What follows belongs to an exercise in optimizing a design on an open flow for small area and a short achievable clock period; a production flow would make more cautious choices.
The RTL was checked by simulation tests, not by an equivalence proof against the original design.
The flow treats the clock pin as an ideal source, which a real chip does not have.

## sierra
==> flow/design.v (excerpt) <==
module fifo29(
    input Clk,
    input [31:0] dataIn,
    input RD,
    input WR,
    input EN,
    input Rst,
    output reg [31:0] dataOut,
    output reg EMPTY,
    output reg FULL
);
reg [31:0] FIFO [7:0];
reg [7:0] rdPtr, wrPtr;
reg notEmpty, notFull;
reg [7:0] rdOk;
wire act = EN && !Rst;
wire rdGo = act && RD && notEmpty;
wire wrGo = act && WR && notFull;
wire [7:0] rdPtrInc = {rdPtr[6:0], rdPtr[7]};
wire [7:0] wrPtrInc = {wrPtr[6:0], wrPtr[7]};
wire lastWord = |(rdPtrInc & wrPtr);
wire lastSlot = |(wrPtrInc & rdPtr);
wire hold = !EN;
wire clear = EN && Rst;
wire [7:0] rdStep = rdGo ? rdPtrInc : rdPtr;
wire [7:0] wrStep = wrGo ? wrPtrInc : wrPtr;
wire emptyStep = (rdGo && !wrGo) ? lastWord : (wrGo ? 1'b0 : !notEmpty);
wire fullStep = (wrGo && !rdGo) ? lastSlot : (rdGo ? 1'b0 : !notFull);
wire emptyNext = (act & emptyStep) | clear | (hold & !notEmpty);
wire fullNext = (act & fullStep) | (hold & !notFull);
wire [7:0] rdPtrNext = ({8{act}} & rdStep) | ({8{hold}} & rdPtr) | {7'd0, clear};
always @(posedge Clk) begin
    rdPtr <= rdPtrNext;
    rdOk <= rdPtrNext & {8{!emptyNext}};
    wrPtr <= ({8{act}} & wrStep) | ({8{hold}} & wrPtr) | {7'd0, clear};
    notEmpty <= !emptyNext;
    notFull <= !fullNext;
    EMPTY <= emptyNext;
    FULL <= fullNext;
end
wire [7:0] wrSlot = {8{notFull}} & wrPtr;
wire [7:0] rdSlot = rdOk;
wire [31:0] wrEn [7:0];
wire [31:0] rdSel [7:0];
wire [31:0] rdHold;
genvar g, c;
generate
    for (c = 0; c < 2; c = c + 1) begin : gLane
        for (g = 0; g < 8; g = g + 1) begin : gWord
            fifo29_and2 gw (.a(WR), .b(wrSlot[g]), .y(wrEn[g][16*c]));
            fifo29_gate4 gr (.en(EN), .req(RD), .rst(Rst), .ok(rdSlot[g]), .y(rdSel[g][16*c]));
            assign wrEn[g][16*c+15:16*c+1] = {15{wrEn[g][16*c]}};
            assign rdSel[g][16*c+15:16*c+1] = {15{rdSel[g][16*c]}};
        end
        fifo29_nand4 gh (.en(EN), .req(RD), .rst(Rst), .ok(notEmpty), .y(rdHold[16*c]));
        assign rdHold[16*c+15:16*c+1] = {15{rdHold[16*c]}};
    end
endgenerate
integer i, b;
always @(posedge Clk) begin
    for (i = 0; i < 8; i = i + 1)
        for (b = 0; b < 32; b = b + 1)
            if (wrEn[i][b])
                FIFO[i][b] <= dataIn[b];
end
wire [31:0] rdData;
genvar k;
generate
    for (k = 0; k < 32; k = k + 1) begin : gBit
        wire n0, n1, n2;
  ...
For scale: roughly 560 cells after synthesis, about 320 flip-flops, roughly 71 I/O pins.
export LEC_CHECK = 0
export CAP_MARGIN = 20
export CORE_MARGIN = 2
export CORE_UTILIZATION = 50
export SETUP_SLACK_MARGIN = 1.6
export SLEW_MARGIN = 20
export SYNTH_HIERARCHICAL = 1
export SYNTH_MINIMUM_KEEP_SIZE = 0
export TNS_END_PERCENT = 0
create_clock -name core_clock -period 3.0 [get_ports {Clk}]
standard.sh (not shown) runs the stock make flow with config.mk's settings and CLKGATE_MAP_FILE= SYNTH_SCRIPT=/design/flow/synth_recipe.tcl, a recipe that flattens the netlist after the stock synthesis.
==> flow/flow/run.sh <==
#!/bin/bash
# The standard layout (standard.sh), with these changes:
#  - plain buffers (buf_2) instead of delay buffers on the ports;
#  - a hand-built two-level clock tree, made by flow/pre_cts.tcl before CTS;
#  - area recovery after global routing that keeps the worst slack (flow/post_grt.tcl);
#  - any extra ORFS make variables listed one per line in flow/extra_args.txt.
# ORFS's own logs stay under orfs/logs; make's output goes to flow.log.
set -euo pipefail
here=$(pwd)
args=("BUFFER_PORTS_ARGS=-buffer_cell sky130_fd_sc_hd__buf_2" "PRE_CTS_TCL=$here/flow/pre_cts.tcl"
      "POST_GLOBAL_ROUTE_TCL=$here/flow/post_grt.tcl")
if [[ -f flow/extra_args.txt ]]; then
  while IFS= read -r line; do
    [[ -n "$line" ]] && args+=("$line")
  done < flow/extra_args.txt
fi
bash standard.sh "${args[@]}" finish > flow.log 2>&1
==> flow/flow/downsize.tcl <==
# Area recovery that keeps timing: try each sized-up logic cell at smaller drive
# strengths of the same cell and keep the smallest one that leaves the worst setup
# slack no lower than it was (less a small allowance). Clock buffers, flip-flops'
# cell types and anything without smaller versions are left alone.
proc ds_candidates {master} {
  if {![regexp {^(sky130_fd_sc_hd__[a-z0-9]+)_([0-9]+)$} $master -> base size]} { return {} }
  set out {}
  foreach s {0 1 2 3 4 6 8 12 16} {
    if {$s >= $size} break
    set lc [get_lib_cells -quiet */${base}_$s]
    if {$lc ne ""} { lappend out [get_name $lc] }
  }
  return $out
}

proc downsize_keep_timing {allow} {
  set block [ord::get_db_block]
  set target [expr {[sta::worst_slack_cmd max] - $allow * 1e-9}]
  set insts {}
  foreach inst [$block getInsts] {
    set m [[$inst getMaster] getName]
    if {[string match *clkbuf* $m] || [string match *tap* $m] || [string match *fill* $m] || [string match *decap* $m]} continue
    if {[$inst isDoNotTouch]} continue
    set c [ds_candidates $m]
    if {$c eq {}} continue
    lappend insts [list $inst $m $c [[$inst getMaster] getWidth]]
  }
  set saved 0; set n 0
  foreach e [lsort -integer -decreasing -index 3 $insts] {
    lassign $e inst m cands w
    set name [$inst getName]
    set kept $m
    foreach c $cands {
      replace_cell [get_cells $name] [get_lib_cells */$c]
      if {[sta::worst_slack_cmd max] >= $target} { set kept $c; break }
    }
    if {$kept ne $m} {
      replace_cell [get_cells $name] [get_lib_cells */$kept]
      incr n
    } else {
      replace_cell [get_cells $name] [get_lib_cells */$m]
    }
  }
  puts "downsize_keep_timing: resized $n cells, worst slack [sta::worst_slack_cmd max] (target $target)"
}
==> flow/flow/post_grt.tcl <==
# Hook run by ORFS at the end of global routing: give back the area of cells that
# repair sized up more than timing needs (flow/downsize.tcl), fix any slew or
# capacitance limit that opens, and route the changed nets again.
source [file join [file dirname [info script]] downsize.tcl]
global_route -start_incremental
downsize_keep_timing 0.0
repair_design -slew_margin $::env(SLEW_MARGIN) -cap_margin $::env(CAP_MARGIN) -match_cell_footprint
detailed_placement
global_route -end_incremental
estimate_parasitics -global_routing
report_worst_slack -max
report_design_area
write_guides $::env(RESULTS_DIR)/route.guide
Other scripts of this flow, unchanged in this note and not shown: flow/flow/mtree.tcl, flow/flow/pre_cts.tcl
The log for sierra ends in 5_1_grt with error EST-0104, so the run never completed.
Changes in quartz relative to sierra:
==> flow/flow/downsize.tcl <==
# Area recovery that keeps timing: try each sized-up logic cell at smaller drive
# strengths of the same cell and keep the smallest one that leaves the worst setup
# slack no lower than it was (less a small allowance) and adds no max-slew or
# max-capacitance violation. Clock buffers and cells without smaller versions are
# left alone; a flip-flop may only change drive strength, never its cell type.
proc ds_candidates {master} {
  if {![regexp {^(sky130_fd_sc_hd__[a-z0-9]+)_([0-9]+)$} $master -> base size]} { return {} }
  set out {}
  foreach s {0 1 2 3 4 6 8 12 16} {
    if {$s >= $size} break
    set lc [get_lib_cells -quiet */${base}_$s]
    if {$lc ne ""} { lappend out [get_name $lc] }
  }
  return $out
}

proc downsize_keep_timing {allow} {
  set block [ord::get_db_block]
  set target [expr {[sta::worst_slack_cmd max] - $allow * 1e-9}]
  set slew0 [sta::max_slew_violation_count]
  set cap0 [sta::max_capacitance_violation_count]
  set insts {}
  foreach inst [$block getInsts] {
    set m [[$inst getMaster] getName]
    if {[string match *clkbuf* $m] || [string match *tap* $m] || [string match *fill* $m] || [string match *decap* $m]} continue
    if {[$inst isDoNotTouch]} continue
    set c [ds_candidates $m]
    if {$c eq {}} continue
    lappend insts [list $inst $m $c [[$inst getMaster] getWidth]]
  }
  set saved 0; set n 0
  foreach e [lsort -integer -decreasing -index 3 $insts] {
    lassign $e inst m cands w
    set name [$inst getName]
    set kept $m
    foreach c $cands {
      replace_cell [get_cells $name] [get_lib_cells */$c]
      if {[sta::worst_slack_cmd max] >= $target
          && [sta::max_slew_violation_count] <= $slew0
          && [sta::max_capacitance_violation_count] <= $cap0} { set kept $c; break }
    }
    if {$kept ne $m} {
      replace_cell [get_cells $name] [get_lib_cells */$kept]
      incr n
    } else {
      replace_cell [get_cells $name] [get_lib_cells */$m]
    }
  }
  puts "downsize_keep_timing: resized $n cells, worst slack [sta::worst_slack_cmd max] (target $target),\
 slew violations $slew0 -> [sta::max_slew_violation_count], cap violations $cap0 -> [sta::max_capacitance_violation_count]"
}
==> flow/flow/post_grt.tcl <==
# Hook run by ORFS at the end of global routing: give back the area of cells that
# repair sized up more than timing needs (flow/downsize.tcl), and route the changed
# nets again.
source [file join [file dirname [info script]] downsize.tcl]
global_route -start_incremental
downsize_keep_timing 0.0
global_route -end_incremental
estimate_parasitics -global_routing
report_worst_slack -max
report_design_area
write_guides $::env(RESULTS_DIR)/route.guide
--- outcome ---
quartz: all stages complete, timing, DRC and antenna checks passed
Cts-stage hold buffer count came out exactly the same in quartz and sierra.
Delta (quartz minus sierra): cell count after placement was more or less identical, share of flip-flops with an asynchronous set or reset after synthesis was more or less identical.
As far as worst-case setup slack after placement goes, quartz and sierra are indistinguishable; the numbers are identical.
sierra -> quartz: part of the Yosys area used for sequential elements delta 0, exact match
Placed wire-length estimate after detailed placement came out exactly the same in quartz and sierra.
Comparing sierra against quartz, there is no change at all in basic-gate share of the synthesized area counting and, or, nand and nor cells.
Number of top-level pins: sierra vs quartz identical
Diff quartz..sierra | number of cells produced by synthesis | negligible
Inputs modified between quartz and zinc:
Settings: changing TNS_END_PERCENT from 0 to 10.
-- flow/flow/downsize.tcl --
<<< quartz, line 15
}

proc downsize_keep_timing {allow} {
  set block [ord::get_db_block]
  set target [expr {[sta::worst_slack_cmd max] - $allow * 1e-9}]
  set slew0 [sta::max_slew_violation_count]
  set cap0 [sta::max_capacitance_violation_count]
>>> zinc, line 15
}

proc ds_inst_slack {name} {
  set worst 1e30
  foreach p [get_pins -of_objects [get_cells $name]] {
    set s [get_property $p slack_max]
    if {$s ne "" && $s ne "INF" && $s < $worst} { set worst $s }
  }
  return $worst
}

# guard: a cell is only made smaller if the paths through it keep at least this
# much more slack (ns) than the worst, as the later parasitics differ.
proc downsize_keep_timing {allow guard} {
  set block [ord::get_db_block]
  set target [expr {[sta::worst_slack_cmd max] - $allow * 1e-9}]
  set floor [expr {[sta::worst_slack_cmd max] * 1e9 + $guard}]
  set slew0 [sta::max_slew_violation_count]
  set cap0 [sta::max_capacitance_violation_count]
<<< quartz, line 34
    set name [$inst getName]
    set kept $m
    foreach c $cands {
      replace_cell [get_cells $name] [get_lib_cells */$c]
      if {[sta::worst_slack_cmd max] >= $target
          && [sta::max_slew_violation_count] <= $slew0
          && [sta::max_capacitance_violation_count] <= $cap0} { set kept $c; break }
>>> zinc, line 46
    set name [$inst getName]
    set kept $m
    if {[ds_inst_slack $name] < $floor} continue
    foreach c $cands {
      replace_cell [get_cells $name] [get_lib_cells */$c]
      if {[sta::worst_slack_cmd max] >= $target && [ds_inst_slack $name] >= $floor
          && [sta::max_slew_violation_count] <= $slew0
          && [sta::max_capacitance_violation_count] <= $cap0} { set kept $c; break }
-- flow/flow/post_grt.tcl --
<<< quartz, line 4
source [file join [file dirname [info script]] downsize.tcl]
global_route -start_incremental
downsize_keep_timing 0.0
global_route -end_incremental
estimate_parasitics -global_routing
>>> zinc, line 4
source [file join [file dirname [info script]] downsize.tcl]
global_route -start_incremental
downsize_keep_timing 0.0 0.15
global_route -end_incremental
estimate_parasitics -global_routing
Findings:
- In zinc the fmax turned out 2.4% higher than in quartz.
- Diff quartz..zinc | area after synthesis | unchanged
- Share of cell area taken by flip-flops and latches: higher on quartz
- The later-pin clock latency in the skew report of quartz and that of zinc are within noise of each other.
- The total number of vias of zinc is higher than that of quartz.
- Taking quartz as the reference, in zinc final instance area +about 2.4%; routed wire length moved up; async set or reset register ratio after synthesis stayed essentially flat.

==> port drivers added, routing unchanged <==
How much do the figures lean on ideal ports? The routed layouts below were timed once more, with nothing changed but the port constraints.
Step 1 sets driving cells, clkbuf_16 on the clock port and buf_2 on the other inputs (assumed; they add their load-dependent delay and slew).
Step 2 also shifts input and output timing later by t, the mid clock arrival at the registers, as if the neighbouring blocks saw the same clock.
a / b / c = ideal / step 1 / step 2; a / b = the first two.
run | shift t [ns] | slack for setup (ns) | worst setup path after step 2 | worst data-port slew with drivers (ns)
quartz | 0.385 | 1.473 / 1.417 / 1.072 | input to register | 0.11
zinc | 0.398 | 1.509 / 1.416 / 1.035 | input to register | 0.26
After both steps setup and hold are still met in every run listed. The setup slack of zinc, which loses most, moves by -0.093 ns with the drivers and by -0.474 ns with both steps.
